This is an optimization exercise on Yosys and OpenROAD, whose aim is small area and a short achievable clock period, not a production implementation. The RTL was checked by simulation tests, not by an equivalence proof against the original design. No activity file was given, so power comes from the tool's default toggle rates.

==> flow/design.v, too long to show whole: its modules and the start of the top module <==
// module ks_nand2: 3 lines
// module ks_nor2: 3 lines
// module ks_xor2: 3 lines
// module ks_xnor2: 3 lines
// module ks_inv: 3 lines
// module ks_o21ai: 3 lines
// module ks_a21oi: 3 lines
// module add32: 700 lines
// module add32bk: 419 lines
// module add32bkn: 412 lines
// module alu_riscv: 34 lines
// module sh_a222oi: 3 lines
// module shifter: 16 lines
// module sh_stage: 19 lines
// module dec5n: 9 lines
// module rf_o22ai: 3 lines
// module rf_o21ai: 3 lines
// module rf_nor2: 3 lines
// module rf_nand4: 3 lines
// module rf_or4: 3 lines
// module rf_nor4: 3 lines
// module rdbit: 17 lines
// module rdbit_fast: 21 lines
// module rdmux: 18 lines
// module pc_add: 9 lines
// module riscv_core: 95 lines
module riscv_core(
    input clk_i,
    input rst_i,
    input   [31:0] instr_i,
    input   [31:0] RD_i,
    output  WE_o,
    output  [31:0] WD_o,
    output  [31:0] instr_addr_o,
    output  [31:0] data_addr_o,
    output  [2:0] size_o
);
  // ...
==> flow/flow/run.sh <==
#!/bin/bash
cd "$(dirname "$0")/.."
source flow/extra.sh
{
  printf 'through cts:\n'; printf '  %s\n' "${CTS_EXTRA[@]}"
  printf 'route and finish:\n'; printf '  %s\n' "${ROUTE_EXTRA[@]}"
} > run.log
bash standard.sh "${CTS_EXTRA[@]}" cts > standard_cts.log 2>&1
echo "standard.sh cts exit $?" >> run.log
bash standard.sh "${ROUTE_EXTRA[@]}" finish > standard_finish.log 2>&1
echo "standard.sh finish exit $?" >> run.log
==> flow/flow/extra.sh <==
# Port buffers: buf_2 cells.
PORTS="BUFFER_PORTS_ARGS=-buffer_cell sky130_fd_sc_hd__buf_2"
# Through clock tree synthesis: timing repair aims for 12.2 ns of setup slack,
# working on the worst 5% of the failing endpoints.
CTS_EXTRA=(
  "SETUP_SLACK_MARGIN=12.2"
  "TNS_END_PERCENT=5"
  "$PORTS"
)
# After global routing: repair only up to 12 ns of setup slack.
ROUTE_EXTRA=(
  "SETUP_SLACK_MARGIN=12"
  "TNS_END_PERCENT=5"
  "$PORTS"
)
==> flow/standard.sh <==
#!/bin/bash
# synth_recipe.tcl (not shown) runs the flow's synth.tcl, then flattens the netlist and writes it again
# the make line also repeats each setting of config.mk as NAME=value (left out here)
make -C /OpenROAD-flow-scripts/flow DESIGN_CONFIG=/design/flow/config.mk WORK_HOME=/design/flow/orfs CLKGATE_MAP_FILE= SYNTH_SCRIPT=/design/flow/synth_recipe.tcl "${@:-finish}"
==> flow/config.mk <==
export PLATFORM = sky130hd
export DESIGN_NAME = riscv_core
export DESIGN_NICKNAME = riscv_core
export VERILOG_FILES = /design/flow/design.v
export SDC_FILE = /design/flow/constraint.sdc
export NUM_CORES = 4
export LEC_CHECK = 0
export CAP_MARGIN = 20
export CORE_MARGIN = 2
export CORE_UTILIZATION = 50
export CTS_CLUSTER_DIAMETER = 60
export CTS_CLUSTER_SIZE = 20
export PLACE_DENSITY = 0.65
export SETUP_SLACK_MARGIN = 0.8
export SLEW_MARGIN = 20
export SYNTH_HIERARCHICAL = 1
==> flow/constraint.sdc <==
create_clock -name core_clock -period 26.0 [get_ports {clk_i}]
set_input_delay 5.2000 -clock core_clock [delete_from_list [all_inputs] [get_ports {clk_i}]]
set_output_delay 5.2000 -clock core_clock [all_outputs]
set_load 0.01 [all_outputs]
==> run summary, run 1 <==
- The repair_antennas step left the layout with diodes totalling 5.
- For this run, the number of Yosys warnings is 9.
- The detailed router's first-iteration violation count is 10,100.
- The critical path buffer and inverter count is 3.
- The flow ran to the end and the layout has no timing, DRC or antenna violations.
- STA puts the critical path data required time at 20.80 ns.
- The slowest stage of the critical path is the sky130_fd_sc_hd__nor4_2 cell.
- The static leakage is 21.4 nW.
- Measured in cells, the most critical reg-to-reg path has a length of 19.
- The number of non-filler instances in the completed layout is 6,390.
- The count of filler cells inserted in the layout is 8,775.
- The clock network accounts for between 30% and 40% of the total power.
- The stage delay of the slowest cell on the critical path is 1.10 ns.
- Measured against its own limit, the worst slew margin works out to 13.5%.
- The period utilization is 55.4%.
- The multiplexer area fraction after synthesis is under 10%.
- In this run, power in the clock network comes to between 0.001 and 0.0015 W.
- At the end of the flow the core is filled with cells to 57.1%.
- The top power group is sequential cells.
- VDD sags by at most 67.9 uV.
- For flop-to-flop paths, the worst setup slack is 18.15 ns.
- Synthesis inferred 1,023 register bits.
- Summed over all nets, the half-perimeter wirelength after detailed placement is 143,000 um.
- The number of rows in the core area is 119.
- Entering global routing, the biggest net connects 68 pins.
- Input and output buffers added on the ports amount to approximately 160.
- The global-route wire length before repair is 308,000 um.
- In this run the critical register-to-register path is launched from regs[12][0]$_DFFE_PP_.
==> module alu_riscv, before the edit <==
module alu_riscv (
    input  [31:0] a,
    input  [31:0] b,
    input  [2:0]  f3,
    input         sub,       
    input         arith,     
    output reg [31:0] y,
    output        eq,
    output        lts,
    output        ltu
);
    wire [31:0] bx = b ^ {32{sub}};
    wire [31:0] sum;
    add32bk u_add (.a(a), .b(bx), .ci(sub), .s(sum));
    wire [31:0] x = a ^ b;
    assign eq  = ~|x;
    assign ltu = (a[31] ^ b[31]) ? b[31] : sum[31];
    assign lts = (a[31] ^ b[31]) ? a[31] : sum[31];
    wire [31:0] shres_n;
    shifter u_sh (.a(a), .sh(b[4:0]), .left(~f3[2]), .arith(arith), .yn(shres_n));
    wire [31:0] shres = ~shres_n;
    always @(*) begin
        case (f3)
            3'd0: y = sum;
            3'd1: y = shres;
            3'd2: y = {31'd0, lts};
            3'd3: y = {31'd0, ltu};
            3'd4: y = x;
            3'd5: y = shres;
            3'd6: y = a | b;
            default: y = a & b;
        endcase
    end
endmodule
==> module riscv_core, before the edit <==
module riscv_core(
    input clk_i,
    input rst_i,
    input   [31:0] instr_i,
    input   [31:0] RD_i,
    output  WE_o,
    output  [31:0] WD_o,
    output  [31:0] instr_addr_o,
    output  [31:0] data_addr_o,
    output  [2:0] size_o
);
    wire [6:0] opc  = instr_i[6:0];
    wire [2:0] f3   = instr_i[14:12];
    wire [6:0] f7   = instr_i[31:25];
    wire [4:0] rs1a = instr_i[19:15];
    wire [4:0] rs2a = instr_i[24:20];
    wire [4:0] rda  = instr_i[11:7];
    wire f7z  = (f7 == 7'h00);
    wire f7s  = (f7 == 7'h20);
    wire is_op    = (opc == 7'b0110011) & (f7z | (f7s & (f3 == 3'd0 | f3 == 3'd5)));
    wire is_opimm = (opc == 7'b0010011) & ~((f3 == 3'd1) & ~f7z) & ~((f3 == 3'd5) & ~f7z & ~f7s);
    wire is_load  = (opc == 7'b0000011) & (f3 != 3'd3) & (f3 != 3'd6) & (f3 != 3'd7);
    wire is_store = (opc == 7'b0100011) & ~f3[2] & ~(f3[1] & f3[0]);
    wire is_br    = (opc == 7'b1100011) & (f3[2:1] != 2'b01);
    wire is_jal   = (opc == 7'b1101111);
    wire is_jalr  = (opc == 7'b1100111) & (f3 == 3'd0);
    wire is_lui   = (opc == 7'b0110111);
    wire is_auipc = (opc == 7'b0010111);
    assign WE_o   = is_store;
    assign size_o = f3;
    wire [31:0] imm_i = {{20{instr_i[31]}}, instr_i[31:20]};
    reg  [31:0] regs [1:31];
    wire [31:0] dec1n, dec2n, decw;
    wire [31*32-1:0] regs_flat;
    wire [31:0] rs1, rs2;
    genvar g;
    dec5n u_dec1 (.a(rs1a), .yn(dec1n));
    dec5n u_dec2 (.a(rs2a), .yn(dec2n));
    generate for (g = 0; g < 32; g = g + 1) begin : g_decw
        assign decw[g] = (rda == g);
    end endgenerate
    generate for (g = 1; g < 32; g = g + 1) begin : g_flat
        assign regs_flat[(g-1)*32 +: 32] = regs[g];
    end endgenerate
    rdmux #(.FAST(1)) u_rd1 (.seln(dec1n), .d(regs_flat), .y(rs1));
    rdmux u_rd2 (.seln(dec2n), .d(regs_flat), .y(rs2));
    wire sel_s = ~instr_i[6] & instr_i[5];
    wire [31:0] imm_ls = {imm_i[31:5], sel_s ? instr_i[11:7] : instr_i[24:20]};
    wire [31:0] addr;
    add32 u_addr (.a(rs1), .b(imm_ls), .s(addr));
    assign data_addr_o = addr;
    assign WD_o = rs2;
    wire [31:0] opb = instr_i[5] ? rs2 : imm_i;
    wire sub = ~(f3 == 3'd0) | (instr_i[5] & (instr_i[30] | instr_i[6]));
    wire [31:0] alu;
    wire eq, lts, ltu;
    alu_riscv u_alu (.a(rs1), .b(opb), .f3(f3), .sub(sub), .arith(instr_i[30]),
                     .y(alu), .eq(eq), .lts(lts), .ltu(ltu));
    reg  [31:1] pc_q;
    wire [31:0] pc = {pc_q, 1'b0};
    assign instr_addr_o = pc;
    wire [31:0] imm_b = {{20{instr_i[31]}}, instr_i[7], instr_i[30:25], instr_i[11:8], 1'b0};
    wire [31:0] imm_j = {{12{instr_i[31]}}, instr_i[19:12], instr_i[20], instr_i[30:21], 1'b0};
    wire [31:0] imm_u = {instr_i[31:12], 12'd0};
    wire [31:0] imm_pc = ~instr_i[2] ? imm_b : (instr_i[3] ? imm_j : imm_u);
    wire [31:0] pc4, pcimm;
    pc_add u_pc (.pc(pc), .imm(imm_pc), .pc4(pc4), .pcimm(pcimm));
    reg taken;
    always @(*) begin
        case (f3)
            3'd0: taken = eq;
            3'd1: taken = ~eq;
            3'd4: taken = lts;
            3'd5: taken = ~lts;
            3'd6: taken = ltu;
            default: taken = ~ltu;
        endcase
    end
    wire [31:0] pc_next = is_jalr ? {addr[31:1], 1'b0} :
                          ((is_br & taken) | is_jal) ? pcimm : pc4;
    always @(posedge clk_i) begin
        if (rst_i) pc_q <= 31'd0;
        else       pc_q <= pc_next[31:1];
    end
    wire [31:0] wd = is_load ? RD_i :
                     is_lui ? imm_u :
                     is_auipc ? pcimm :
                     (is_jal | is_jalr) ? pc4 : alu;
    wire we = is_op | is_opimm | is_load | is_jal | is_jalr | is_lui | is_auipc;
    generate for (g = 1; g < 32; g = g + 1) begin : g_rf
        always @(posedge clk_i) begin
            if (we & decw[g]) regs[g] <= wd;
        end
    end endgenerate
endmodule
==> inputs of run 2 (changes only) <==
--- a/flow/design.v
+++ b/flow/design.v
@@ -1553,36 +1553,79 @@
 module alu_riscv (
     input  [31:0] a,
     input  [31:0] b,
-    input  [2:0]  f3,
+    input         left,      
     input         sub,       
     input         arith,     
-    output reg [31:0] y,
+    output [31:0] sum,
+    output [31:0] shres_n,   
     output        eq,
     output        lts,
     output        ltu
 );
     wire [31:0] bx = b ^ {32{sub}};
-    wire [31:0] sum;
     add32bk u_add (.a(a), .b(bx), .ci(sub), .s(sum));
-    wire [31:0] x = a ^ b;
-    assign eq  = ~|x;
+    assign eq  = ~|sum;      
     assign ltu = (a[31] ^ b[31]) ? b[31] : sum[31];
     assign lts = (a[31] ^ b[31]) ? a[31] : sum[31];
-    wire [31:0] shres_n;
-    shifter u_sh (.a(a), .sh(b[4:0]), .left(~f3[2]), .arith(arith), .yn(shres_n));
-    wire [31:0] shres = ~shres_n;
-    always @(*) begin
-        case (f3)
-            3'd0: y = sum;
-            3'd1: y = shres;
-            3'd2: y = {31'd0, lts};
-            3'd3: y = {31'd0, ltu};
-            3'd4: y = x;
-            3'd5: y = shres;
-            3'd6: y = a | b;
-            default: y = a & b;
-        endcase
-    end
+    shifter u_sh (.a(a), .sh(b[4:0]), .left(left), .arith(arith), .yn(shres_n));
+endmodule
+module wb_logic (input a, input b, input s_xor, input s_or, input s_and_n, output l);
+    wire n, o, kn;
+    wb_nand2  c0 (.a(a), .b(b), .y(n));
+    wb_nor2   c1 (.a(a), .b(b), .y(o));
+    wb_a21oi  c2 (.a1(s_xor), .a2(n), .b1(s_or), .y(kn));
+    wb_o22ai  c3 (.a1(n), .a2(s_and_n), .b1(o), .b2(kn), .y(l));
+endmodule
+module wb_nand2 (input a, input b, output y);
+    assign y = ~(a & b);
+endmodule
+module wb_a21oi (input a1, input a2, input b1, output y);
+    assign y = ~((a1 & a2) | b1);
+endmodule
+module wb_o22ai (input a1, input a2, input b1, input b2, output y);
+    assign y = ~((a1 | a2) & (b1 | b2));
+endmodule
+module wb_nand3b (input a_n, input b, input c, output y);
+    assign y = ~(~a_n & b & c);
+endmodule
+module wb_nand4b (input a_n, input b, input c, input d, output y);
+    assign y = ~(~a_n & b & c & d);
+endmodule
+module wb_a2bb2oi (input a1_n, input a2_n, input b1, input b2, output y);
+    assign y = ~((~a1_n & ~a2_n) | (b1 & b2));
+endmodule
+module wb_nor2 (input a, input b, output y);
+    assign y = ~(a | b);
+endmodule
+module wb_bit #(parameter LO = 0, parameter BIT0 = 0) (
+    input  sum, input sh_n, input a, input b, input rd, input u, input pcimm, input pc4,
+    input  ext_n,
+    input  s_sum, input s_sh_n, input s_xor, input s_or, input s_and_n,
+    input  s_ld, input s_lui, input s_auipc, input s_link,
+    output y
+);
+    wire t0, t1, l, un;
+    wb_a2bb2oi c0 (.a1_n(s_sh_n), .a2_n(sh_n), .b1(s_sum), .b2(sum), .y(t0));
+    sh_a222oi  c1 (.a1(s_ld), .a2(rd), .b1(s_auipc), .b2(pcimm), .c1(s_link), .c2(pc4), .y(t1));
+    wb_logic   c2 (.a(a), .b(b), .s_xor(s_xor), .s_or(s_or), .s_and_n(s_and_n), .l(l));
+    generate
+        if (BIT0) begin : g_b0
+            wb_nand4b c3 (.a_n(l), .b(t0), .c(t1), .d(ext_n), .y(y));
+        end else if (LO) begin : g_lo
+            wb_nand3b c3 (.a_n(l), .b(t0), .c(t1), .y(y));
+        end else begin : g_hi
+            wb_nand2  c4 (.a(s_lui), .b(u), .y(un));
+            wb_nand4b c3 (.a_n(l), .b(t0), .c(t1), .d(un), .y(y));
+        end
+    endgenerate
+endmodule
+module pc_bit (
+    input rst, input s_jalr, input jalr_t, input s_tk, input tgt, input s_nx, input pc4,
+    output d
+);
+    wire t;
+    sh_a222oi c0 (.a1(s_jalr), .a2(jalr_t), .b1(s_tk), .b2(tgt), .c1(s_nx), .c2(pc4), .y(t));
+    wb_nor2   c1 (.a(rst), .b(t), .y(d));
 endmodule
 module sh_a222oi (input a1, input a2, input b1, input b2, input c1, input c2, output y);
     assign y = ~((a1 & a2) | (b1 & b2) | (c1 & c2));
@@ -1768,10 +1811,10 @@
     assign WD_o = rs2;
     wire [31:0] opb = instr_i[5] ? rs2 : imm_i;
     wire sub = ~(f3 == 3'd0) | (instr_i[5] & (instr_i[30] | instr_i[6]));
-    wire [31:0] alu;
+    wire [31:0] sum, shres_n;
     wire eq, lts, ltu;
-    alu_riscv u_alu (.a(rs1), .b(opb), .f3(f3), .sub(sub), .arith(instr_i[30]),
-                     .y(alu), .eq(eq), .lts(lts), .ltu(ltu));
+    alu_riscv u_alu (.a(rs1), .b(opb), .left(~f3[2]), .sub(sub), .arith(instr_i[30]),
+                     .sum(sum), .shres_n(shres_n), .eq(eq), .lts(lts), .ltu(ltu));
     reg  [31:1] pc_q;
     wire [31:0] pc = {pc_q, 1'b0};
     assign instr_addr_o = pc;
@@ -1792,16 +1835,35 @@
             default: taken = ~ltu;
         endcase
     end
-    wire [31:0] pc_next = is_jalr ? {addr[31:1], 1'b0} :
-                          ((is_br & taken) | is_jal) ? pcimm : pc4;
+    wire jump = (is_br & taken) | is_jal;
+    wire s_jalr = is_jalr;
+    wire s_tk = ~is_jalr & jump;
+    wire s_nx = ~is_jalr & ~jump;
+    wire [31:1] pc_d;
+    generate for (g = 1; g < 32; g = g + 1) begin : g_pc
+        pc_bit u (.rst(rst_i), .s_jalr(s_jalr), .jalr_t(addr[g]), .s_tk(s_tk), .tgt(pcimm[g]),
+                  .s_nx(s_nx), .pc4(pc4[g]), .d(pc_d[g]));
+    end endgenerate
     always @(posedge clk_i) begin
-        if (rst_i) pc_q <= 31'd0;
-        else       pc_q <= pc_next[31:1];
+        pc_q <= pc_d;
     end
-    wire [31:0] wd = is_load ? RD_i :
-                     is_lui ? imm_u :
-                     is_auipc ? pcimm :
-                     (is_jal | is_jalr) ? pc4 : alu;
+    wire alu_op  = is_op | is_opimm;
+    wire s_sum   = alu_op & (f3 == 3'd0);
+    wire s_sh_n  = ~(alu_op & (f3[1:0] == 2'd1));
+    wire s_slt   = alu_op & (f3[2:1] == 2'd1);
+    wire s_xor   = alu_op & (f3 == 3'd4);
+    wire s_or    = alu_op & (f3 == 3'd6);
+    wire s_and_n = ~(alu_op & (f3 == 3'd7));
+    wire s_link  = is_jal | is_jalr;
+    wire slt_n   = ~(s_slt & (f3[0] ? ltu : lts));
+    wire [31:0] wd;
+    generate for (g = 0; g < 32; g = g + 1) begin : g_wb
+        wb_bit #(.LO(g < 12), .BIT0(g == 0)) u (
+            .sum(sum[g]), .sh_n(shres_n[g]), .a(rs1[g]), .b(opb[g]), .rd(RD_i[g]), .u(imm_u[g]),
+            .pcimm(pcimm[g]), .pc4(pc4[g]), .ext_n(slt_n),
+            .s_sum(s_sum), .s_sh_n(s_sh_n), .s_xor(s_xor), .s_or(s_or), .s_and_n(s_and_n),
+            .s_ld(is_load), .s_lui(is_lui), .s_auipc(is_auipc), .s_link(s_link), .y(wd[g]));
+    end endgenerate
     wire we = is_op | is_opimm | is_load | is_jal | is_jalr | is_lui | is_auipc;
     generate for (g = 1; g < 32; g = g + 1) begin : g_rf
         always @(posedge clk_i) begin
--- a/flow/config.mk
+++ b/flow/config.mk
@@ -8,8 +8,8 @@
 export CAP_MARGIN = 20
 export CORE_MARGIN = 2
 export CORE_UTILIZATION = 50
-export CTS_CLUSTER_DIAMETER = 60
-export CTS_CLUSTER_SIZE = 20
+export CTS_CLUSTER_DIAMETER = 70
+export CTS_CLUSTER_SIZE = 26
 export PLACE_DENSITY = 0.65
 export SETUP_SLACK_MARGIN = 0.8
 export SLEW_MARGIN = 20
==> run 2 against run 1 <==
Effect of this change:
- still clean on timing, DRC and antenna
- worst setup slack improved by 0.25 ns
- non-clock buffer count is 17 higher
- clock power shrank 17%
- first-iteration DRC count is 5.1% lower
- critical path depth did not move
- hold slack improved by 0.070 ns
- sequential power decreased by 6%
- synthesized area down 3.3%
- fmax increased by 1.8%
- synthesized cell count down 5.9%
- sequential cell count unchanged
- die area is 3.3% lower
==> run summary, run 2 <==
- The placed wire-length estimate after detailed placement is 139,000 um (was 143,000 um).
- The number of failing setup endpoints in the final timing report is 0 (unchanged).
- The deepest level of the CTS H-tree is 2 (was 3).
- Most used cells in the layout excluding fill and tap cells: 992 x sky130_fd_sc_hd__o22ai_1, 992 x sky130_fd_sc_hd__edfxtp_1, 488 x sky130_fd_sc_hd__nor2_1 (was 992 x sky130_fd_sc_hd__edfxtp_1, 970 x sky130_fd_sc_hd__o22ai_1, 475 x sky130_fd_sc_hd__nor2_1).
- The detailed-route DRC error count came to 0 (unchanged).
- The power per cell area is 63.2 nW/um^2 (was 70.3 nW/um^2).
- The normalized max-slew margin is 14.6% (was 13.5%).
- The clock sink total is 1,023 (unchanged).
- The number of rows in the core area is 117 (was 119).
- The worst endpoint required time is 20.80 ns (about the same).
- The routed length on met2 was 93,400 um (was 93,800 um).
- The post-detailed-routing wire length is 220,000 um (was 225,000 um).
- The distinct cell type count of the synthesized netlist is 58 (was 68).
- The sort of element at the start of the critical path is an input port (unchanged).
- The clock-pin transition on the worst setup and hold timing paths is 0.07 ns (was 0.05 ns).
- The data arrival time of the critical path was 8.96 ns (was 9.21 ns).
- The static leakage is 20.3 nW (was 21.4 nW).
- The area share of the leading cell type in the synthesized netlist is 58.5% (was 56.6%).
- The width of the die was 323 um (was 328 um).
- The die footprint came to 104,000 um^2 (was 108,000 um^2).
- The type of the most critical hold path is reg -> reg (unchanged).
- The last weighted congestion value of the routability-driven placer is 1.01 (was 1.04).
- The kind of critical path is in -> out (unchanged).
- The area growth from synthesis to layout was 14.5% (was 13.8%).
- The number of detailed-route iterations in the first pass is 14 (was 22).
- Unrepaired setup endpoints after global routing: true (unchanged).
- The floorplan die height is 323 um (was 328 um).
- The most flop-heavy register was regs (unchanged).
- The utilization after layout came to 57.5% (was 57.1%).
- The buffer cell driving the clock tree root is sky130_fd_sc_hd__clkbuf_16 (unchanged).
- The setup clock skew after layout is 0.0686 ns (was 0.0661 ns).
- The proportion of layout cells with a drive suffix above 1 is 18.0% (was 15.0%).
- The element type at the critical path end is an output pin (unchanged).
- The post-route antenna net violation count is 0 (unchanged).
- The number of top-level pins is 166 (unchanged).
- The initial antenna violation count was 9 (was 15).
- The top flip-flop cell by instance count after synthesis is sky130_fd_sc_hd__edfxtp_1 (unchanged).
- The summed negative setup slack over all endpoints is 0 ns (unchanged).
- The top layer reached by signal wires is met5 (unchanged).
- The number of hold violations in the final report is 0 (unchanged).
- The detailed router's first-iteration violation count is 9,555 (was 10,100).
- The overall via count from detail_route came to 46,100 (was 47,400).
- The initial core utilization is 50.2% (about the same).
- Cells taking the most area after synthesis: sky130_fd_sc_hd__edfxtp_1 59%, sky130_fd_sc_hd__o22ai_1 12%, sky130_fd_sc_hd__a222oi_1 4.4% (was sky130_fd_sc_hd__edfxtp_1 57%, sky130_fd_sc_hd__o22ai_1 12%, sky130_fd_sc_hd__nor2_1 3.6%).
- The maximum buffer depth of the clock tree is 3 (unchanged).
- The worst supply voltage drop on vdd is 79.3 uV (was 67.9 uV).
- The via count of the first global-routing pass is 40,900 (was 42,000).
- Leading registers by flop count: regs: 992 flops, pc_q: 31 flops (unchanged).
- The wire length per cell is 35.8 um (was 35.2 um).
- The post-synthesis area per instance is 11.9 um^2 (was 11.6 um^2).
- The total CTS buffers came to 60 (was 83).
- The clock tree from TritonCTS was done (unchanged).
- Most instantiated cells after synthesis: 992 x sky130_fd_sc_hd__edfxtp_1, 992 x sky130_fd_sc_hd__o22ai_1, 550 x sky130_fd_sc_hd__nor2_1 (was 992 x sky130_fd_sc_hd__edfxtp_1, 970 x sky130_fd_sc_hd__o22ai_1, 501 x sky130_fd_sc_hd__nor2_1).
- The area of the core is 101,000 um^2 (was 105,000 um^2).
- The number of I/O port buffers is 164 (unchanged).
- The via-per-instance ratio was 7.52 (was 7.42).
- The count of maximum capacitance violations was 0 (unchanged).
- The global-route wire length before repair is 299,000 um (was 308,000 um).
- The cell accounting for the most synthesized area is sky130_fd_sc_hd__edfxtp_1 (unchanged).
- The count of flip-flops with a built-in enable after synthesis came to 992 (unchanged).
- The length of routed met3 wiring is 34,600 um (was 35,400 um).
- The proportion of synthesized flip-flops having asynchronous set or reset was 0% (unchanged).
- The number of cells produced by synthesis came to 4,283 (was 4,553).
- The maximum frequency from static timing analysis is 0.0706 GHz (was 0.0694 GHz).
- The period utilization is 54.5% (was 55.4%).
- The remaining global-route overflow came to 0 (unchanged).
- The combined area of all synthesized cells is 50,900 um^2 (was 52,600 um^2).
- The transition time at the pin with the least slew margin is 1.28 ns (was 1.29 ns).
- The synthesized flop and latch total came to 1,023 (unchanged).
- The worst-path maximum fanout came to 25 (was 21).
- The flip-flop count of the largest register after layout is 992 (unchanged).
- The final critical-path required period came to 14.16 ns (was 14.41 ns).
- The number of warning messages in the yosys log is 8 (was 9).
- The post-layout net count is 4,777 (was 5,062).
- The fraction of the yosys area taken by sequential cells is 59.8% (was 57.8%).
- The largest net degree at the start of global routing is 68 (unchanged).
- The power after layout is 0.00368 W (was 0.00421 W).
- The number of pins with negative max-slew slack in the final report is 0 (unchanged).
- The overall track demand over capacity in global routing is 40.2% (about the same).
- The met1 routed wirelength after detailed routing came to 76,500 um (was 77,300 um).
- Run status: finished clean (unchanged).
- The clock insertion delay at the later pin of the skew report was 0.74 ns (was 0.70 ns).
==> run 2: cell types whose count changed in the layout (fill, tap and decap cells not counted), moves of 24 or more <==
cell and change:
sky130_fd_sc_hd__mux2i_1 -81, sky130_fd_sc_hd__ha_1 -64, sky130_fd_sc_hd__inv_1 -64, sky130_fd_sc_hd__a222oi_1 +63
sky130_fd_sc_hd__o21ai_1 -47, sky130_fd_sc_hd__nand2_1 -38, sky130_fd_sc_hd__a21oi_1 -33, sky130_fd_sc_hd__a21oi_2 +32
sky130_fd_sc_hd__a2bb2oi_2 +32, sky130_fd_sc_hd__a2bb2oi_1 -31, sky130_fd_sc_hd__nor2_2 +30, sky130_fd_sc_hd__nand2_2 +24
==> run 2: Yosys stat by module (local to each module, per instance), a selection <==
module | cell area, um^2 | times used | flops+latches
add32 | 7.51 | 1 | 0
add32bkn | 7.51 | 1 | 0
alu_riscv | 464 | 1 | 0
dec5n | 236 | 2 | 0
ks_nand2 | 3.75 | 147 | 0
ks_xor2 | 8.76 | 158 | 0
pc_add | 581 | 1 | 0
rf_nor2 | 3.75 | 288 | 0
rf_o21ai | 5.00 | 64 | 0
rf_or4 | 7.51 | 128 | 0
riscv_core | 31700 | 1 | 1023
wb_nand2 | 3.75 | 52 | 0
wb_nor2 | 3.75 | 63 | 0
wb_o22ai | 6.26 | 32 | 0
==> run 2: cell families after synthesis <==
| kind of cell | count (synthesis) | share of synthesized area [%] |
|---|---|---|
| xor gates and xnor gates | 252 | 4.34 |
| DFF | 1023 | 59.8 |
| buffers and inverters | 77 | 0.802 |
| and+or+nand+nor | 1308 | 12.7 |
| AOI/OAI and AO/OA | 1603 | 22.0 |
| other | 6 | 0.0443 |
| muxes | 13 | 0.283 |
| adders and majority gates | 1 | 0.0246 |
==> run 2: critical path, stage by stage <==
cell and delay (ns):
sky130_fd_sc_hd__buf_2 0.50, sky130_fd_sc_hd__and3b_1 0.29, sky130_fd_sc_hd__nand2_1 0.36, sky130_fd_sc_hd__buf_4 0.54, sky130_fd_sc_hd__o22ai_1 0.16, sky130_fd_sc_hd__or4_1 0.74
sky130_fd_sc_hd__nor4_2 0.87, sky130_fd_sc_hd__buf_2 0.28
==> run 2: area by class of cell <==
type,count,area (um^2)
antenna,11,27.5
clock buffer,65,1520
clock inverter,41,588
fill,8366,43000
inverter,40,150
multi-input combinational,3214,21000
sequential,1023,30400
tap,1368,1710
timing repair buffer,371,2880
==> run 2: worst paths after layout <==
kind,slack (ns),depth (start not counted),startpoint,end
max,11.84,8,instr_i[23],WD_o[14]
max reg2reg,17.41,29,regs[28][0]$_DFFE_PP_,pc_q[15]$_DFF_P_
min reg2reg,0.73,2,pc_q[1]$_DFF_P_,pc_q[1]$_DFF_P_
min,0.73,2,pc_q[1]$_DFF_P_,pc_q[1]$_DFF_P_
==> run 2: what timing repair did <==
item	CTS	global route
setup buffers	3	21
pin swaps	19	37
resized for setup	132	91
hold buffers	0	0
gates cloned	1	6
setup endpoints to repair	40	32
==> run 2: metal layers <==
metal | track usage [%] | up-vias
met5 | 0 | -
met4 | 21.4 | 12
met3 | 14.1 | 789
met2 | 59.5 | 4035
met1 | 52.1 | 22500
li1 | - | 18800
==> run 2: power by group <==
| part | switching (W) | leakage [nW] | internal, W |
|---|---|---|---|
| sequential | 0.00000316 | 9.75 | 0.00178 |
| combinational | 0.000540 | 9.55 | 0.000254 |
| clock | 0.000610 | 1.02 | 0.000494 |
==> run 2: through the flow <==
stage | hold slack [ns] | cell area [um^2] | setup WS (ns) | instances
finish | 0.733 | 58300 | 11.84 | 6133
global route | 0.758 | 58200 | 11.93 | 6123
CTS | 0.703 | 57600 | 12.09 | 6095
detailed placement | 0.686 | 54900 | 11.16 | 5985
global placement | 0.670 | 54800 | 11.20 | 5983
floorplan | 0.665 | 51000 | 12.58 | 4314
==> inputs of run 3 (changes only) <==
--- a/flow/design.v
+++ b/flow/design.v
@@ -1802,7 +1802,7 @@
         assign regs_flat[(g-1)*32 +: 32] = regs[g];
     end endgenerate
     rdmux #(.FAST(1)) u_rd1 (.seln(dec1n), .d(regs_flat), .y(rs1));
-    rdmux u_rd2 (.seln(dec2n), .d(regs_flat), .y(rs2));
+    rdmux #(.FAST(1)) u_rd2 (.seln(dec2n), .d(regs_flat), .y(rs2));
     wire sel_s = ~instr_i[6] & instr_i[5];
     wire [31:0] imm_ls = {imm_i[31:5], sel_s ? instr_i[11:7] : instr_i[24:20]};
     wire [31:0] addr;
==> run 3 against run 2 <==
Effect of this change:
- first-iteration DRC count is 0.83% lower
- worst setup slack better by 0.065 ns
- sequential cell count stayed put
- cell count is 2.7% higher
- register-to-register slack better by 0.82 ns
- core utilization is 0.33 points lower
- synthesized area is 0.24% higher
==> run summary, run 3 <==
- Run status: finished clean (unchanged).
- The clock sink total is 1,023 (unchanged).
- The wire length per cell is 33.9 um (was 35.8 um).
- The slack of the worst reg-to-reg path was 18.23 ns (was 17.41 ns).
- The beginning of the worst register-to-register path is regs[21][3]$_DFFE_PP_ (was regs[28][0]$_DFFE_PP_).
- The worst supply voltage drop on vdd is 78.4 uV (was 79.3 uV).
- The maximum frequency from static timing analysis is 0.0709 GHz (was 0.0706 GHz).
- The cell accounting for the most synthesized area is sky130_fd_sc_hd__edfxtp_1 (unchanged).
- The worst-path maximum fanout is 16 (was 25).
- The floorplan die height came to 323 um (about the same).
- Unrepaired setup endpoints after global routing: true (unchanged).
- The post-route antenna net violation count came to 0 (unchanged).
- The kind of critical path is in -> out (unchanged).
- The detailed router's first-iteration violation count is 9,476 (was 9,555).
- The period utilization came to 54.2% (was 54.5%).
- The worst endpoint required time came to 20.80 ns (about the same).
- Leading registers by flop count: regs: 992 flops, pc_q: 31 flops (unchanged).
- The via-per-instance ratio is 7.31 (was 7.52).
- The flip-flop count of the largest register after layout is 992 (unchanged).
- The maximum buffer depth of the clock tree is 3 (unchanged).
- The post-place instance area is 54,900 um^2 (about the same).
- Most instantiated cells after synthesis: 992 x sky130_fd_sc_hd__edfxtp_1, 992 x sky130_fd_sc_hd__o22ai_1, 838 x sky130_fd_sc_hd__nor2_1 (was 992 x sky130_fd_sc_hd__edfxtp_1, 992 x sky130_fd_sc_hd__o22ai_1, 550 x sky130_fd_sc_hd__nor2_1).
- The post-synthesis area per instance is 11.4 um^2 (was 11.9 um^2).
- The summed negative setup slack over all endpoints came to 0 ns (unchanged).
- The transition time at the pin with the least slew margin was 1.09 ns (was 1.28 ns).
- The sort of element at the start of the critical path is an input port (unchanged).
- The number of pins with negative max-slew slack in the final report came to 0 (unchanged).
- The distinct cell type count of the synthesized netlist is 58 (unchanged).
- The number of detailed-route iterations in the first pass was 20 (was 14).
- The normalized max-slew margin is 27.3% (was 14.6%).
- The post-detailed-routing wire length is 213,000 um (was 220,000 um).
- The post-layout net count is 4,955 (was 4,777).
- The via count of the first global-routing pass is 41,400 (was 40,900).
- The combined area of all synthesized cells is 51,000 um^2 (was 50,900 um^2).
- The overall via count from detail_route is 46,000 (was 46,100).
- Most used cells in the layout excluding fill and tap cells: 992 x sky130_fd_sc_hd__o22ai_1, 992 x sky130_fd_sc_hd__edfxtp_1, 794 x sky130_fd_sc_hd__nor2_1 (was 992 x sky130_fd_sc_hd__o22ai_1, 992 x sky130_fd_sc_hd__edfxtp_1, 488 x sky130_fd_sc_hd__nor2_1).
- The power per cell area is 62.4 nW/um^2 (was 63.2 nW/um^2).
- The detailed-route DRC error count was 0 (unchanged).
- The total CTS buffers is 55 (was 60).
- The most flop-heavy register was regs (unchanged).
- The static leakage is 20.2 nW (was 20.3 nW).
- The area growth from synthesis to layout was 13.7% (was 14.5%).
- The area of the core is 101,000 um^2 (about the same).
- The area share of the leading cell type in the synthesized netlist is 58.4% (was 58.5%).
- The initial antenna violation count is 15 (was 9).
- The number of rows in the core area was 117 (unchanged).
- The width of the die is 323 um (about the same).
- Cells taking the most area after synthesis: sky130_fd_sc_hd__edfxtp_1 58%, sky130_fd_sc_hd__o22ai_1 12%, sky130_fd_sc_hd__nor2_1 6.2% (was sky130_fd_sc_hd__edfxtp_1 59%, sky130_fd_sc_hd__o22ai_1 12%, sky130_fd_sc_hd__a222oi_1 4.4%).
- The clock tree from TritonCTS is done (unchanged).
- The count of maximum capacitance violations is 0 (unchanged).
- The die footprint is 105,000 um^2 (was 104,000 um^2).
- The top flip-flop cell by instance count after synthesis is sky130_fd_sc_hd__edfxtp_1 (unchanged).
- The area of all placed cells without fillers is 58,000 um^2 (was 58,300 um^2).
- The number of warning messages in the yosys log came to 8 (unchanged).
- The count of filler cells inserted in the layout is 8,374 (was 8,366).
- The number of failing setup endpoints in the final timing report was 0 (unchanged).
- The number of cells on the worst hold path is 2 (unchanged).
- The clock insertion delay at the later pin of the skew report came to 0.72 ns (was 0.74 ns).
- The deepest level of the CTS H-tree is 2 (unchanged).
- The proportion of layout cells with a drive suffix above 1 was 15.8% (was 18.0%).
- The element type at the critical path end is an output pin (unchanged).
- The number of I/O port buffers is 164 (unchanged).
- The remaining global-route overflow was 0 (unchanged).
- The number of hold violations in the final report is 0 (unchanged).
- The setup clock skew after layout is 0.0392 ns (was 0.0686 ns).
- The proportion of synthesized flip-flops having asynchronous set or reset is 0% (unchanged).
- The type of the most critical hold path is reg -> reg (unchanged).
- The initial core utilization is 50.3% (was 50.2%).
- The synthesized flop and latch total came to 1,023 (unchanged).
- The number of top-level pins is 166 (unchanged).
- The data arrival time of the critical path came to 8.90 ns (was 8.96 ns).
- The clock-pin transition on the worst setup and hold timing paths is 0.10 ns (was 0.07 ns).
- The number of cells traversed by the worst register-to-register path is 27 (was 29).
- The endpoint of the worst-slack reg-to-reg timing path is pc_q[14]$_DFF_P_ (was pc_q[15]$_DFF_P_).
- The last weighted congestion value of the routability-driven placer is 0.992 (was 1.01).
- The buffer cell driving the clock tree root is sky130_fd_sc_hd__clkbuf_16 (unchanged).
- The launch point of the worst path was instr_i[18] (was instr_i[23]).
- The placed wire-length estimate after detailed placement is 131,000 um (was 139,000 um).
- The global-route wire length before repair is 290,000 um (was 299,000 um).
- The number of cells produced by synthesis came to 4,475 (was 4,283).
- The capturing element of the worst setup path is data_addr_o[16] (was WD_o[14]).
- The count of flip-flops with a built-in enable after synthesis is 992 (unchanged).
- The fraction of the yosys area taken by sequential cells is 59.6% (was 59.8%).
- The final critical-path required period is 14.10 ns (was 14.16 ns).
- The overall track demand over capacity in global routing is 38.9% (was 40.2%).
- The largest net degree at the start of global routing is 68 (unchanged).
## run 3: cell types whose count changed in the layout (fill, tap and decap cells not counted), moves of 4 or more
cell,change
sky130_fd_sc_hd__nor4_2,-25
sky130_fd_sc_hd__nand2_1,+15
sky130_fd_sc_hd__nand2_2,-13
sky130_fd_sc_hd__nand4_1,+64
sky130_fd_sc_hd__buf_4,-16
sky130_fd_sc_hd__nand2_8,-5
sky130_fd_sc_hd__buf_8,-4
sky130_fd_sc_hd__nor2_1,+306
sky130_fd_sc_hd__nor4_4,-7
sky130_fd_sc_hd__diode_2,-5
sky130_fd_sc_hd__buf_6,+6
sky130_fd_sc_hd__or4_1,-128
sky130_fd_sc_hd__nor2_2,-21
## run 3: area by class of cell
type,count,area [um^2],area share [%]
Antenna cell,6,15.0,0.0259
Clock buffer,60,1420,2.44
Clock inverter,32,453,0.781
Inverter,40,150,0.259
Multi-Input combinational cell,3406,20900,36.1
Sequential cell,1023,30400,52.4
Tap cell,1368,1710,2.95
Timing Repair Buffer,362,2930,5.06
## run 3: logic make-up after synthesis
logic type	after synthesis	synth area share (%)
compound gates	1603	22.0
simple gates	1500	12.9
flops	1023	59.6
xor+xnor	252	4.33
buf+inv	77	0.800
mux	13	0.282
other cells	6	0.0442
fa+ha+maj	1	0.0245
## run 3: Yosys stat by module (local to each module, per instance), a selection
| module | cell area [um^2] | flip-flops and latches | times used | cells |
|---|---|---|---|---|
| wb_o22ai | 6.26 | 0 | 32 | 1 |
| rf_o22ai | 6.26 | 0 | 960 | 1 |
| add32bkn | 7.51 | 0 | 1 | 1 |
| add32 | 7.51 | 0 | 1 | 1 |
| wb_nand3b | 7.51 | 0 | 11 | 1 |
| ks_nand2 | 3.75 | 0 | 147 | 1 |
| alu_riscv | 464 | 0 | 1 | 53 |
| rf_o21ai | 5.00 | 0 | 64 | 1 |
| ks_a21oi | 8.76 | 0 | 84 | 1 |
## run 3: power by group
group	switching (W)	total (W)	internal [W]	leakage [nW]
clock	0.000576	0.00102	0.000447	0.900
sequential	0.00000238	0.00179	0.00178	9.93
combinational	0.000558	0.000813	0.000255	9.32
## run 3: worst min-delay path by stage
stage,from,to
finish,pc_q[1]$_DFF_P_,pc_q[1]$_DFF_P_
global route,pc_q[1]$_DFF_P_,pc_q[1]$_DFF_P_
CTS,pc_q[1]$_DFF_P_,pc_q[1]$_DFF_P_
detailed placement,pc_q[1]$_DFF_P_,pc_q[1]$_DFF_P_
global placement,pc_q[1]$_DFF_P_,pc_q[1]$_DFF_P_
floorplan,pc_q[2]$_DFF_P_,pc_q[2]$_DFF_P_
## run 3: timing repair
action	in CTS	in global routing
buffers inserted	3	12
endpoints found under the setup margin	30	24
pin swaps	21	24
resized for setup	154	57
hold buffers	0	0
cloned	4	8
## run 3: stage by stage
| step | power (W) | hold WS (ns) | std cells | setup WS (ns) | utilization (%) |
|---|---|---|---|---|---|
| after detailed placement | 0.00256 | 0.711 | 6171 | 11.34 | 54.1 |
| final | 0.00362 | 0.731 | 6297 | 11.90 | 57.2 |
| after global routing | 0.00372 | 0.771 | 6293 | 11.92 | 57.2 |
| after global placement | 0.00256 | 0.700 | 6170 | 11.38 | 54.1 |
| after floorplan | 0.00227 | 0.665 | 4506 | 12.58 | - |
| after CTS | 0.00358 | 0.722 | 6270 | 12.14 | 56.7 |
## run 3: critical path, stage by stage
cell and delay, ns:
sky130_fd_sc_hd__buf_4 0.20, sky130_fd_sc_hd__and3b_2 0.31, sky130_fd_sc_hd__nand2_4 0.18, sky130_fd_sc_hd__buf_12 0.23, sky130_fd_sc_hd__o22ai_1 0.11, sky130_fd_sc_hd__nor2_1 0.19
sky130_fd_sc_hd__nand4_1 0.51, sky130_fd_sc_hd__nor2_2 0.29, sky130_fd_sc_hd__buf_6 0.18, sky130_fd_sc_hd__nor2_1 0.10, sky130_fd_sc_hd__nor2_2 0.26, sky130_fd_sc_hd__nand2_2 0.14
sky130_fd_sc_hd__o21ai_1 0.26, sky130_fd_sc_hd__a21oi_2 0.07, sky130_fd_sc_hd__xnor2_1 0.39, sky130_fd_sc_hd__buf_2 0.21
## run 3: routing by layer
layer / share of wire [%] / vias to the layer above / global-route usage [%] / routed length, um
met1: 36 / 22300 / 52.4 / 76300
li1: - / 19100 / - / -
met5: 0.075 / - / 0.648 / 160
met4: 6.2 / 14 / 20.7 / 13200
met3: 15 / 669 / 11.9 / 32600
met2: 43 / 3934 / 56.6 / 91000
==> inputs of run 4 (changes only) <==
--- a/flow/config.mk
+++ b/flow/config.mk
@@ -7,10 +7,10 @@
 export LEC_CHECK = 0
 export CAP_MARGIN = 20
 export CORE_MARGIN = 2
-export CORE_UTILIZATION = 50
+export CORE_UTILIZATION = 55
 export CTS_CLUSTER_DIAMETER = 70
 export CTS_CLUSTER_SIZE = 26
-export PLACE_DENSITY = 0.65
+export PLACE_DENSITY = 0.7
 export SETUP_SLACK_MARGIN = 0.8
 export SLEW_MARGIN = 20
 export SYNTH_HIERARCHICAL = 1
==> run 4 against run 3 <==
Effect of this change:
- still clean on timing, DRC and antenna
- hold slack better by 0.015 ns
- critical path depth increased by 1
- synthesized area did not move
- largest power group unchanged
==> run summary, run 4 <==
- Run status: finished clean (unchanged).
- The transition time at the pin with the least slew margin is 1.10 ns (was 1.09 ns).
- The area growth from synthesis to layout is 12.9% (was 13.7%).
- The clock insertion delay at the later pin of the skew report is 0.73 ns (was 0.72 ns).
- Leading registers by flop count: regs: 992 flops, pc_q: 31 flops (unchanged).
- The width of the die is 309 um (was 323 um).
- The remaining global-route overflow is 0 (unchanged).
- The kind of critical path is in -> out (unchanged).
- The detailed router's first-iteration violation count came to 11,200 (was 9,476).
- The post-place instance area is 54,700 um^2 (was 54,900 um^2).
- The proportion of synthesized flip-flops having asynchronous set or reset is 0% (unchanged).
- The capture endpoint of the worst hold path was pc_q[2]$_DFF_P_ (was pc_q[1]$_DFF_P_).
- The net switching power is 0.00112 W (was 0.00114 W).
- The cell with the biggest individual delay on the critical path is sky130_fd_sc_hd__nand4_1 (unchanged).
- The global-route wire length before repair is 281,000 um (was 290,000 um).
- The wire length per cell is 33.4 um (was 33.9 um).
- The flip-flop count of the largest register after layout is 992 (unchanged).
- The post-route antenna net violation count came to 0 (unchanged).
- The buffer cell driving the clock tree root is sky130_fd_sc_hd__clkbuf_16 (unchanged).
- The placement-stage worst setup slack is 11.47 ns (was 11.34 ns).
- Most used cells in the layout excluding fill and tap cells: 992 x sky130_fd_sc_hd__o22ai_1, 992 x sky130_fd_sc_hd__edfxtp_1, 795 x sky130_fd_sc_hd__nor2_1 (was 992 x sky130_fd_sc_hd__o22ai_1, 992 x sky130_fd_sc_hd__edfxtp_1, 794 x sky130_fd_sc_hd__nor2_1).
- The floorplan die height is 309 um (was 323 um).
- The post-layout net count is 4,956 (was 4,955).
- The maximum frequency from static timing analysis was 0.0709 GHz (about the same).
- The endpoint of the worst-slack reg-to-reg timing path is pc_q[10]$_DFF_P_ (was pc_q[14]$_DFF_P_).
- The worst endpoint required time is 20.80 ns (about the same).
- The final critical-path required period was 14.10 ns (about the same).
- The number of cells produced by synthesis is 4,475 (unchanged).
- The cell accounting for the most synthesized area is sky130_fd_sc_hd__edfxtp_1 (unchanged).
- The fraction of the yosys area taken by sequential cells came to 59.6% (unchanged).
- The summed negative setup slack over all endpoints is 0 ns (unchanged).
- The number of rows in the core area is 111 (was 117).
- The area share of the leading cell type in the synthesized netlist is 58.4% (unchanged).
- The initial core utilization came to 55.6% (was 50.3%).
- In this design, the critical path's most frequently occurring cell is sky130_fd_sc_hd__nor2_1.
- The number of warning messages in the yosys log is 8 (unchanged).
- The area of all placed cells without fillers is 57,600 um^2 (was 58,000 um^2).
- The number of top-level pins is 166 (unchanged).
- The maximum buffer depth of the clock tree is 3 (unchanged).
- The proportion of layout cells with a drive suffix above 1 is 15.2% (was 15.8%).
- The worst supply voltage drop on vdd is 63.0 uV (was 78.4 uV).
- The total internal power was 0.00247 W (was 0.00249 W).
- The clock tree from TritonCTS is done (unchanged).
- The overall via count from detail_route is 46,200 (was 46,000).
- The number of I/O port buffers was 164 (unchanged).
- The placed wire-length estimate after detailed placement is 128,000 um (was 131,000 um).
- The die footprint is 95,200 um^2 (was 105,000 um^2).
- The number of cells traversed by the worst register-to-register path is 28 (was 27).
- The count of filler cells inserted in the layout came to 7,229 (was 8,374).
- The number of hold violations in the final report is 0 (unchanged).
- The data arrival time of the critical path is 8.90 ns (about the same).
- The static leakage was 19.7 nW (was 20.2 nW).
- The number of cells on the worst hold path is 3 (was 2).
- The overall track demand over capacity in global routing is 41.1% (was 38.9%).
- The top flip-flop cell by instance count after synthesis is sky130_fd_sc_hd__edfxtp_1 (unchanged).
- The switching part of the total power is 31.1% (was 31.4%).
- The clock network power share is 28.6% (was 28.3%).
- The count of flip-flops with a built-in enable after synthesis was 992 (unchanged).
- The count of maximum capacitance violations came to 0 (unchanged).
- The area of the core is 91,800 um^2 (was 101,000 um^2).
- The post-detailed-routing wire length is 206,000 um (was 213,000 um).
- Unrepaired setup endpoints after global routing: true (unchanged).
- The most flop-heavy register is regs (unchanged).
- The slack of the worst reg-to-reg path was 18.33 ns (was 18.23 ns).
- Critical Path, Cell by Cell: buf_2 -> nor2b_4 -> nand2_1 -> buf_8 -> o22ai_1 -> nor2_1 -> nand4_1 -> nor2_1 -> buf_4 -> nor2_1 -> nor2_1 -> nand2_1 -> nor2_1 -> nand2_1 -> o21ai_1 -> xor2_1 -> buf_2 (was buf_4 -> and3b_2 -> nand2_4 -> buf_12 -> o22ai_1 -> nor2_1 -> nand4_1 -> nor2_2 -> buf_6 -> nor2_1 -> nor2_2 -> nand2_2 -> o21ai_1 -> a21oi_2 -> xnor2_1 -> buf_2).
- The deepest level of the CTS H-tree came to 2 (unchanged).
- The number of pins with negative max-slew slack in the final report was 0 (unchanged).
- The detailed-route DRC error count is 0 (unchanged).
- The launch point of the worst path is instr_i[16] (was instr_i[18]).
- The clock-pin transition on the worst setup and hold timing paths is 0.08 ns (was 0.10 ns).
- The largest net degree at the start of global routing is 68 (unchanged).
- The initial antenna violation count came to 17 (was 15).
- The least setup slack across all paths after layout is 11.90 ns (about the same).
- The worst-path maximum fanout is 32 (was 16).
- The register share of total power is 49.7% (was 49.3%).
- The power per cell area is 62.3 nW/um^2 (was 62.4 nW/um^2).
- The normalized max-slew margin came to 26.8% (was 27.3%).
- The element type at the critical path end is an output pin (unchanged).
- The last weighted congestion value of the routability-driven placer is 1.04 (was 0.992).
- The via-per-instance ratio is 7.48 (was 7.31).
- The total CTS buffers came to 55 (unchanged).
- Cells taking the most area after synthesis: sky130_fd_sc_hd__edfxtp_1 58%, sky130_fd_sc_hd__o22ai_1 12%, sky130_fd_sc_hd__nor2_1 6.2% (unchanged).
- The clock sink total is 1,023 (unchanged).
- The distinct cell type count of the synthesized netlist came to 58 (unchanged).
- The type of the most critical hold path is reg -> reg (unchanged).
- The sort of element at the start of the critical path is an input port (unchanged).
- The startpoint of the worst hold path is pc_q[2]$_DFF_P_ (was pc_q[1]$_DFF_P_).
- The period utilization is 54.2% (about the same).
- The synthesized flop and latch total was 1,023 (unchanged).
- The logic gate share of total power came to 21.7% (was 22.4%).
- The beginning of the worst register-to-register path is regs[19][3]$_DFFE_PP_ (was regs[21][3]$_DFFE_PP_).
- Most instantiated cells after synthesis: 992 x sky130_fd_sc_hd__edfxtp_1, 992 x sky130_fd_sc_hd__o22ai_1, 838 x sky130_fd_sc_hd__nor2_1 (unchanged).
- The setup clock skew after layout is 0.0566 ns (was 0.0392 ns).
- The power after layout is 0.00359 W (was 0.00362 W).
- The via count of the first global-routing pass is 41,100 (was 41,400).
- The combined area of all synthesized cells is 51,000 um^2 (unchanged).
- The post-synthesis area per instance is 11.4 um^2 (unchanged).
- The number of failing setup endpoints in the final timing report was 0 (unchanged).
- The stage delay of the slowest cell on the critical path is 0.45 ns (was 0.51 ns).
- The number of detailed-route iterations in the first pass came to 19 (was 20).
==> run 4: cell types whose count changed in the layout (fill, tap and decap cells not counted), sizes merged <==
cell      change
buf           +7
clkbuf        -5
bufbuf        -4
clkinv        -3
diode         +3
inv           +3
clkinvlp      -2
==> run 4: per-stage QoR <==
stage	utilization [%]	hold slack [ns]	cells
2_1_floorplan	-	0.665	4506
3_3_place_gp	59.6	0.691	6049
3_5_place_dp	59.6	0.707	6049
4_1_cts	62.2	0.736	6144
5_1_grt	62.7	0.792	6164
6_report	62.7	0.746	6171
==> run 4: worst max path at each step <==
stage | end | slack (ns) | cells after the start
finish | data_addr_o[29] | 11.90 | 17
CTS | data_addr_o[30] | 12.18 | 16
global route | data_addr_o[31] | 11.93 | 17
detailed placement | data_addr_o[24] | 11.47 | 16
global placement | data_addr_o[15] | 11.60 | 15
floorplan | data_addr_o[24] | 12.58 | 14
==> run 4: timing repair <==
item                       CTS  global route
buffers inserted             8            13
resized for setup          130            66
hold buffers                 0             0
pin swaps                   23            23
cloned                       0             5
setup endpoints to repair   29            26
==> run 4: area by class of cell <==
class	instances	area (um^2)	area share (%)
Antenna cell	9	22.5	0.0391
Multi-Input combinational cell	3406	20800	36.2
Timing Repair Buffer	363	2790	4.84
Tap cell	1243	1560	2.70
Clock inverter	30	434	0.754
Inverter	40	150	0.261
Clock buffer	57	1410	2.44
Sequential cell	1023	30400	52.8
==> run 4: power by group through the flow <==
stage | Sequential, W | Clock (W) | Combinational [W]
2_1_floorplan | 0.00182 | 0 | 0.000448
3_3_place_gp | 0.00182 | 0 | 0.000705
3_5_place_dp | 0.00182 | 0 | 0.000707
4_1_cts | 0.00179 | 0.00102 | 0.000724
5_1_grt | 0.00179 | 0.00107 | 0.000803
6_report | 0.00179 | 0.00103 | 0.000778
==> run 4: metal layers <==
metal	vias up	GRT usage, %	share of wire, %
met5	-	1.47	0.13
met4	12	22.5	6.4
met3	760	12.9	16
met2	4137	60.4	43
met1	22100	54.5	35
li1	19100	-	-
==> run 4: modules after synthesis, one instance, submodules excluded, a selection <==
module | cells | cell area, um^2
dec5n | 47 | 236
ks_a21oi | 1 | 8.76
ks_inv | 1 | 3.75
ks_nand2 | 1 | 3.75
ks_nor2 | 1 | 3.75
ks_o21ai | 1 | 5.00
ks_xor2 | 1 | 8.76
rf_nand4 | 1 | 6.26
rf_nor2 | 1 | 3.75
rf_o22ai | 1 | 6.26
sh_a222oi | 1 | 10.0
wb_a21oi | 1 | 8.76
wb_a2bb2oi | 1 | 15.0
wb_nand3b | 1 | 7.51
wb_nor2 | 1 | 3.75
wb_o22ai | 1 | 6.26
==> run 4: worst max-delay path, delay by kind of cell <==
family	cells	cell delay, ns
XOR/XNOR	1	0.29
buffers and inverters	4	1.08
AO/OA/AOI/OAI	2	0.32
AND/OR/NAND/NOR	10	1.98
==> run 4: cells by family after synthesis <==
logic type | after synthesis | synth area share, %
DFF | 1023 | 59.6
xor gates and xnor gates | 252 | 4.33
muxes | 13 | 0.282
AOI/OAI and AO/OA | 1603 | 22.0
buffers and inverters | 77 | 0.800
and+or+nand+nor | 1500 | 12.9
adders and majority gates | 1 | 0.0245
other | 6 | 0.0442

-- afterwards: timing with drivers on the ports --
Ports are ideal in the flow. The routed layouts listed here were re-timed in OpenROAD. Step 1, drivers: a clkbuf_16 drives clk_i and a buf_2 each remaining input, both assumed. Step 2 adds t to the input delays and takes it off the output delays; t is the mean of the earliest and latest rising clock arrival at the registers after step 1. Input paths then give back, and output paths get back, about the clock's delay inside the block. Three values: ideal ports, drivers, drivers and shift; two values: the first two.
run	t, ns	setup WS [ns]	latest minus earliest clock arrival (ns)	worst slew at a driven data input, ns
run 1	0.743	11.590 / 11.561 / 11.523	0.066 / 0.066	0.15
run 2	0.781	11.838 / 11.810 / 11.174	0.069 / 0.068	0.09
run 3	0.766	11.903 / 11.876 / 11.876	0.040 / 0.039	0.09
run 4	0.778	11.899 / 11.877 / 11.877	0.057 / 0.057	0.10
After both steps every run listed still meets setup and hold. The setup slack of run 2, which loses most, moves by -0.028 ns with the drivers and by -0.664 ns with both steps.
